From an optimization exercise on the open Yosys and OpenROAD flow, aimed at small area, a short achievable clock period and few clock cycles per item; shortcuts taken in it are not production practice. Function was checked by simulation only, so behaviour that the tests miss may differ from the original. No activity file was given, so power comes from the tool's default toggle rates.

Setup of main:
==> flow/design.v <==
module net_64_33_9_10_16_3(clk, reset, x_data, x_valid, x_ready, y_data, y_valid, y_ready);
   input clk, reset, x_valid, y_ready;
   input signed [15:0] x_data;
   output x_ready, y_valid;
   output signed [15:0] y_data;
   function automatic integer f1(input integer k);
      case (k)
        0: f1 = -1;  1: f1 = 5;   2: f1 = 2;   3: f1 = -4;  4: f1 = 0;
        5: f1 = 4;   6: f1 = -5;  7: f1 = 0;   8: f1 = -5;  9: f1 = -5;
        10: f1 = 1;  11: f1 = -8; 12: f1 = -4; 13: f1 = 7;  14: f1 = 6;
        15: f1 = 0;  16: f1 = 5;  17: f1 = -3; 18: f1 = -6; 19: f1 = -2;
        20: f1 = 2;  21: f1 = 1;  22: f1 = 5;  23: f1 = 2;  24: f1 = -7;
        25: f1 = 3;  26: f1 = -7; 27: f1 = -2; 28: f1 = 5;  29: f1 = 2;
        30: f1 = 7;  31: f1 = -3; 32: f1 = -1;
        default: f1 = 0;
      endcase
   endfunction
   function automatic integer f2(input integer k);
      case (k)
        0: f2 = 1;  1: f2 = 1;  2: f2 = 7;  3: f2 = -2; 4: f2 = 4;
        5: f2 = -1; 6: f2 = 1;  7: f2 = 7;  8: f2 = -7;
        default: f2 = 0;
      endcase
   endfunction
   function automatic integer f3(input integer k);
      case (k)
        0: f3 = 1;  1: f3 = -5; 2: f3 = -8; 3: f3 = -1; 4: f3 = 3;
        5: f3 = 5;  6: f3 = 4;  7: f3 = 5;  8: f3 = -5; 9: f3 = -2;
        default: f3 = 0;
      endcase
   endfunction
   function automatic integer iabs(input integer v);
      iabs = (v < 0) ? -v : v;
   endfunction
   logic ne, fu, xrdy, yv;
   logic [14:0] ob0, ob1;             
   wire adv = !fu;
   assign x_ready = xrdy;
   assign y_valid = yv;
   assign y_data = {1'b0, ob0};
   wire accept = x_valid && adv && !reset;
   logic [5:0] cnt;                   
   always_ff @(posedge clk) begin
      if (reset) cnt <= 6'd0;
      else if (accept) cnt <= cnt + 6'd1;
   end
   logic vx, v1, vy1, v2, vy2;
   logic [5:0] jx, j1, jy1, j2, jy2;
   always_ff @(posedge clk) begin
      if (reset) begin
         vx <= 1'b0; v1 <= 1'b0; vy1 <= 1'b0; v2 <= 1'b0; vy2 <= 1'b0;
      end else if (adv) begin
         vx <= accept; v1 <= vx; vy1 <= v1; v2 <= vy1; vy2 <= v2;
      end
   end
   always_ff @(posedge clk) begin
      if (adv) begin
         jx <= cnt; j1 <= jx; jy1 <= j1; j2 <= jy1; jy2 <= j2;
      end
   end
   logic signed [15:0] xr;
   always_ff @(posedge clk) if (adv) xr <= x_data;
   logic signed [15:0] pr1 [1:8];
   wire signed [15:0] p1 [1:8];
   logic e1 [1:8];
   generate
      for (m = 1; m <= 8; m = m + 1) begin : gp1
         wire signed [19:0] xe = xr;
         wire signed [19:0] v;
         if (m == 3 || m == 6) begin : a3
            wire signed [19:0] t3 = xe + (xe <<< 1);
            assign v = t3 <<< (m / 3 - 1);
         end else if (m == 5) begin : a5
            assign v = xe + (xe <<< 2);
         end else if (m == 7) begin : a7
            assign v = (xe <<< 3) - xe;
         end else begin : sh
            assign v = xe <<< $clog2(m);
         end
         wire hi = !v[19] && (|v[18:15]);
         wire lo = v[19] && !(&v[18:15]);
         always_ff @(posedge clk) if (adv) e1[m] <= hi || lo || (v[19:15] == 5'b11111 && v[14:0] == 15'd0);
         if (m != 6 && m != 8) begin : r
            always_ff @(posedge clk) if (adv) pr1[m] <= hi ? 16'sh7fff : lo ? 16'sh8000 : v[15:0];
            assign p1[m] = pr1[m];
         end else begin : d
            localparam integer B = (m == 6) ? 3 : 1;
            localparam integer S = (m == 6) ? 1 : $clog2(m);
            wire signed [15:0] sv = {pr1[B][15], {15{!pr1[B][15]}}};
            assign p1[m] = e1[m] ? sv : (pr1[B] <<< S);
         end
      end
   endgenerate
   logic [14:0] y1r, y2r;
   logic [14:0] pr2 [1:8];
   wire [14:0] p2 [1:8];
   logic e2 [1:8];
   logic [14:0] pr3 [1:8];
   wire [14:0] p3 [1:8];
   logic e3 [1:8];
   generate
      for (m = 1; m <= 8; m = m + 1) begin : gp23
         wire [17:0] ya = y1r;
         wire [17:0] yb = y2r;
         wire [17:0] va, vb;
         if (m == 3) begin : a3
            assign va = ya + (ya << 1);
            assign vb = yb + (yb << 1);
         end else if (m == 5) begin : a5
            assign va = ya + (ya << 2);
            assign vb = yb + (yb << 2);
         end else if (m == 7) begin : a7
            assign va = (ya << 3) - ya;
            assign vb = (yb << 3) - yb;
         end else begin : sh
            assign va = ya << $clog2(m);
            assign vb = yb << $clog2(m);
         end
         if (m == 1 || m == 2 || m == 4 || m == 7) begin : u2
            always_ff @(posedge clk) if (adv) e2[m] <= |va[17:15];
            if (m == 1 || m == 7) begin : r
               always_ff @(posedge clk) if (adv) pr2[m] <= (|va[17:15]) ? 15'h7fff : va[14:0];
               assign p2[m] = pr2[m];
            end else begin : d
               assign p2[m] = e2[m] ? 15'h7fff : (pr2[1] << $clog2(m));
            end
         end
         if (m != 6 && m != 7) begin : u3
            always_ff @(posedge clk) if (adv) e3[m] <= |vb[17:15];
            if (m == 1 || m == 3 || m == 5) begin : r
               always_ff @(posedge clk) if (adv) pr3[m] <= (|vb[17:15]) ? 15'h7fff : vb[14:0];
               assign p3[m] = pr3[m];
            end else begin : d
               assign p3[m] = e3[m] ? 15'h7fff : (pr3[1] << $clog2(m));
            end
         end
      end
   endgenerate
   logic [16:0] u1;
   logic [8:0] o2;
   logic [9:0] o3;
   genvar m, k;
   generate
      for (k = 0; k <= 16; k = k + 1) begin : gu1
         always_ff @(posedge clk) begin
            if (reset) u1[k] <= 1'b0;
            else if (adv) u1[k] <= vx && (jx >= k) && (jx <= k + 31);
         end
      end
      for (k = 0; k <= 8; k = k + 1) begin : go2
         always_ff @(posedge clk) begin
            if (reset) o2[k] <= 1'b0;
            else if (adv) o2[k] <= vy1 && (jy1 >= 32 + k) && (jy1 <= 55 + k);
         end
      end
      for (k = 0; k <= 9; k = k + 1) begin : go3
         always_ff @(posedge clk) begin
            if (reset) o3[k] <= 1'b0;
            else if (adv) o3[k] <= vy2 && (jy2 >= 40 + k) && (jy2 <= 54 + k);
         end
      end
   endgenerate
   logic signed [15:0] R [0:31];
   logic r0c;
   wire signed [15:0] S [0:32];             
   generate
      for (k = 1; k <= 32; k = k + 1) begin : g
         localparam integer F1 = f1(k);
         wire [15:0] b1 = (F1 == 0) ? 16'd0 : (F1 < 0) ? ~p1[iabs(F1)] : p1[iabs(F1)];
         wire c1 = (F1 < 0) ? !e1[iabs(F1)] : 1'b0;
         wire [15:0] b;
         wire ci;
         if (k <= 8) begin : s2
            localparam integer F = f2(k);
            wire own = o2[k];
            wire [15:0] bo = (F < 0) ? {1'b1, ~p2[iabs(F)]} : {1'b0, p2[iabs(F)]};
            wire co = (F < 0) ? !e2[iabs(F)] : 1'b0;
            assign b = own ? bo : b1;
            if (k == 1) begin : c0
               assign ci = r0c;
            end else begin : cn
               assign ci = own ? co : c1;
            end
         end else if (k <= 17) begin : s3
            localparam integer F = f3(k - 8);
            wire own = o3[k - 8];
            wire [15:0] bo = (F < 0) ? {1'b1, ~p3[iabs(F)]} : {1'b0, p3[iabs(F)]};
            wire co = (F < 0) ? !e3[iabs(F)] : 1'b0;
            assign b = own ? bo : b1;
            assign ci = own ? co : c1;
         end else begin : s1
            assign b = b1;
            assign ci = c1;
         end
         satadd u(.a(R[k-1]), .b(b), .ci(ci), .s(S[k]));
      end
   endgenerate
   wire w1 = adv && v1;
   always_ff @(posedge clk) begin
      if (adv && (u1[0] || o2[0])) begin
         R[0] <= o2[0] ? {1'b0, p2[1]} : ~p1[1];
         r0c <= o2[0] ? 1'b0 : !e1[1];
      end
   end
   generate
      for (k = 1; k <= 31; k = k + 1) begin : wr
         if (k <= 7) begin : s2
            always_ff @(posedge clk) if (adv && (u1[k] || o2[k])) R[k] <= S[k];
         end else if (k == 8) begin : s30
            always_ff @(posedge clk)
               if (adv && (u1[8] || o3[0])) R[k] <= o3[0] ? {1'b0, p3[1]} : S[k];
         end else if (k <= 16) begin : s3
            always_ff @(posedge clk) if (adv && (u1[k] || o3[k - 8])) R[k] <= S[k];
         end else begin : s1
            always_ff @(posedge clk) if (w1) R[k] <= S[k];
         end
      end
   endgenerate
   always_ff @(posedge clk) begin
      if (adv) begin
         y1r <= S[32][15] ? 15'd0 : S[32][14:0];
         y2r <= S[8][15] ? 15'd0 : S[8][14:0];
      end
   end
   wire [14:0] yo = S[17][15] ? 15'd0 : S[17][14:0];
   wire push = adv && o3[9];
   wire pop = ne && y_ready;
   wire ne_n = fu || push || (ne && !pop);
   wire fu_n = fu ? !pop : (ne && push && !pop);
   always_ff @(posedge clk) begin
      if (reset) begin
         ne <= 1'b0; fu <= 1'b0; xrdy <= 1'b1; yv <= 1'b0;
      end else begin
         ne <= ne_n; fu <= fu_n; xrdy <= !fu_n; yv <= ne_n;
      end
   end
   always_ff @(posedge clk) begin
      if (fu) begin
         if (pop) ob0 <= ob1;
      end else if (push) begin
         if (!ne || pop) ob0 <= yo;
         else ob1 <= yo;
      end
   end
endmodule
module satadd(input [15:0] a, input [15:0] b, input ci, output [15:0] s);
   wire [15:0] g = a & b;
   wire [15:0] q = a ^ b;
   wire [16:0] c;
   assign c[0] = ci;
   genvar k;
   generate
      for (k = 0; k < 4; k = k + 1) begin : blk
         wire [3:0] gg = g[4*k +: 4];
         wire [3:0] pp = q[4*k +: 4];
         wire cb = c[4*k];
         assign c[4*k+1] = gg[0] | (pp[0] & cb);
         assign c[4*k+2] = gg[1] | (pp[1] & gg[0]) | (pp[1] & pp[0] & cb);
         assign c[4*k+3] = gg[2] | (pp[2] & gg[1]) | (pp[2] & pp[1] & gg[0])
                           | (pp[2] & pp[1] & pp[0] & cb);
         assign c[4*k+4] = gg[3] | (pp[3] & gg[2]) | (pp[3] & pp[2] & gg[1])
                           | (pp[3] & pp[2] & pp[1] & gg[0]) | (&pp & cb);
      end
   endgenerate
   wire [15:0] sum = q ^ c[15:0];
   wire ovf = (a[15] == b[15]) && (sum[15] != a[15]);
   assign s = ovf ? {a[15], {15{!a[15]}}} : sum;
endmodule
clock: 9.0 ns
lec_check: 0
abc_area: 1
cap_margin: 20
core_margin: 2
core_utilization: 60
place_density: 0.75
slew_margin: 20
standard.sh (not shown) runs the stock make flow with config.mk's settings and CLKGATE_MAP_FILE= SYNTH_SCRIPT=/design/flow/synth_recipe.tcl, a recipe that flattens the netlist after the stock synthesis.
==> flow/flow/run.sh <==
#!/bin/bash
set -euo pipefail
MARGIN=6
export SETUP_SLACK_MARGIN=$MARGIN
bash standard.sh SETUP_SLACK_MARGIN=$MARGIN finish > standard_flow.log 2>&1
main finished every step from synthesis to the final layout, and the layout passed the timing, DRC and antenna checks.
Testbench counts of main, summed over its fixed seeds: cycles 4,152, vectors 64.
Changes in the feature branch relative to main:
--- a/flow/design.v
+++ b/flow/design.v
@@ -38,5 +38,6 @@
    assign x_ready = xrdy;
    assign y_valid = yv;
-   assign y_data = {1'b0, ob0};
+   logic [14:0] ydn;                  
+   assign y_data = {1'b0, ~ydn};
    wire accept = x_valid && adv && !reset;
    logic [5:0] cnt;                   
@@ -235,11 +236,9 @@
       end
    end
-   always_ff @(posedge clk) begin
-      if (fu) begin
-         if (pop) ob0 <= ob1;
-      end else if (push) begin
-         if (!ne || pop) ob0 <= yo;
-         else ob1 <= yo;
-      end
+   wire [14:0] ob0_n = fu ? (pop ? ob1 : ob0) : (push && (!ne || pop)) ? yo : ob0;
+   always_ff @(posedge clk) begin
+      ob0 <= ob0_n;
+      ydn <= ~ob0_n;
+      if (!fu && push && ne && !pop) ob1 <= yo;
    end
 endmodule
==> comparison <==
Both conditions hold for the feature branch: the flow ran to the end and the final layout passed the timing, DRC and antenna checks. On non-clock buffering overhead in the final layout, the feature branch and main are neck and neck. The feature branch: flip-flop and latch area is 320 µm² higher than what main reported. Source of the critical timing path = e3[4]$_DFFE_PN_: the feature branch; source of the critical timing path = ob0[12]$_DFFE_PP_: main. Re initial antenna violation count: main was higher than the feature branch. The feature branch against main: worst-case setup margin in the final layout has increased, wire length has decreased, combinational power has increased, number of well taps has increased. Where area after synthesis is concerned, main is better than the feature branch.
Testbench counts of the feature branch, summed over its fixed seeds: cycles 4,152, vectors 64.

-- what the ideal ports hide --
No port has a modelled driver above. Below, the same layouts with a new extraction and two added sets of constraints. Step 1 (the two cells are an assumption about what drives the block):
set clk [get_ports {clk}]
set_driving_cell -lib_cell sky130_fd_sc_hd__clkbuf_16 $clk
set_driving_cell -lib_cell sky130_fd_sc_hd__buf_2 [delete_from_list [all_inputs] $clk]
Step 2 also shifts input and output timing later by t, the mid clock arrival at the registers, as if the neighbouring blocks saw the same clock. a / b / c = ideal ports / drivers / drivers and shift; a / b = the first two.
| run | t (ns) | slack for setup (ns) | hold WS [ns] | worst setup path after step 2 | slew at the worst register clock pin (ns) |
|---|---|---|---|---|---|
| main | 0.764 | 5.874 / 5.800 / 5.481 | 0.418 / 0.418 / 0.418 | input to register | 0.07 / 0.07 |
| the feature branch | 0.771 | 5.941 / 5.925 / 5.386 | 0.417 / 0.417 / 0.417 | input to register | 0.07 / 0.07 |
After both steps every run listed still meets setup and hold. For the feature branch, which loses most, drivers alone change the setup slack by -0.016 ns; drivers and shift together by -0.555 ns.
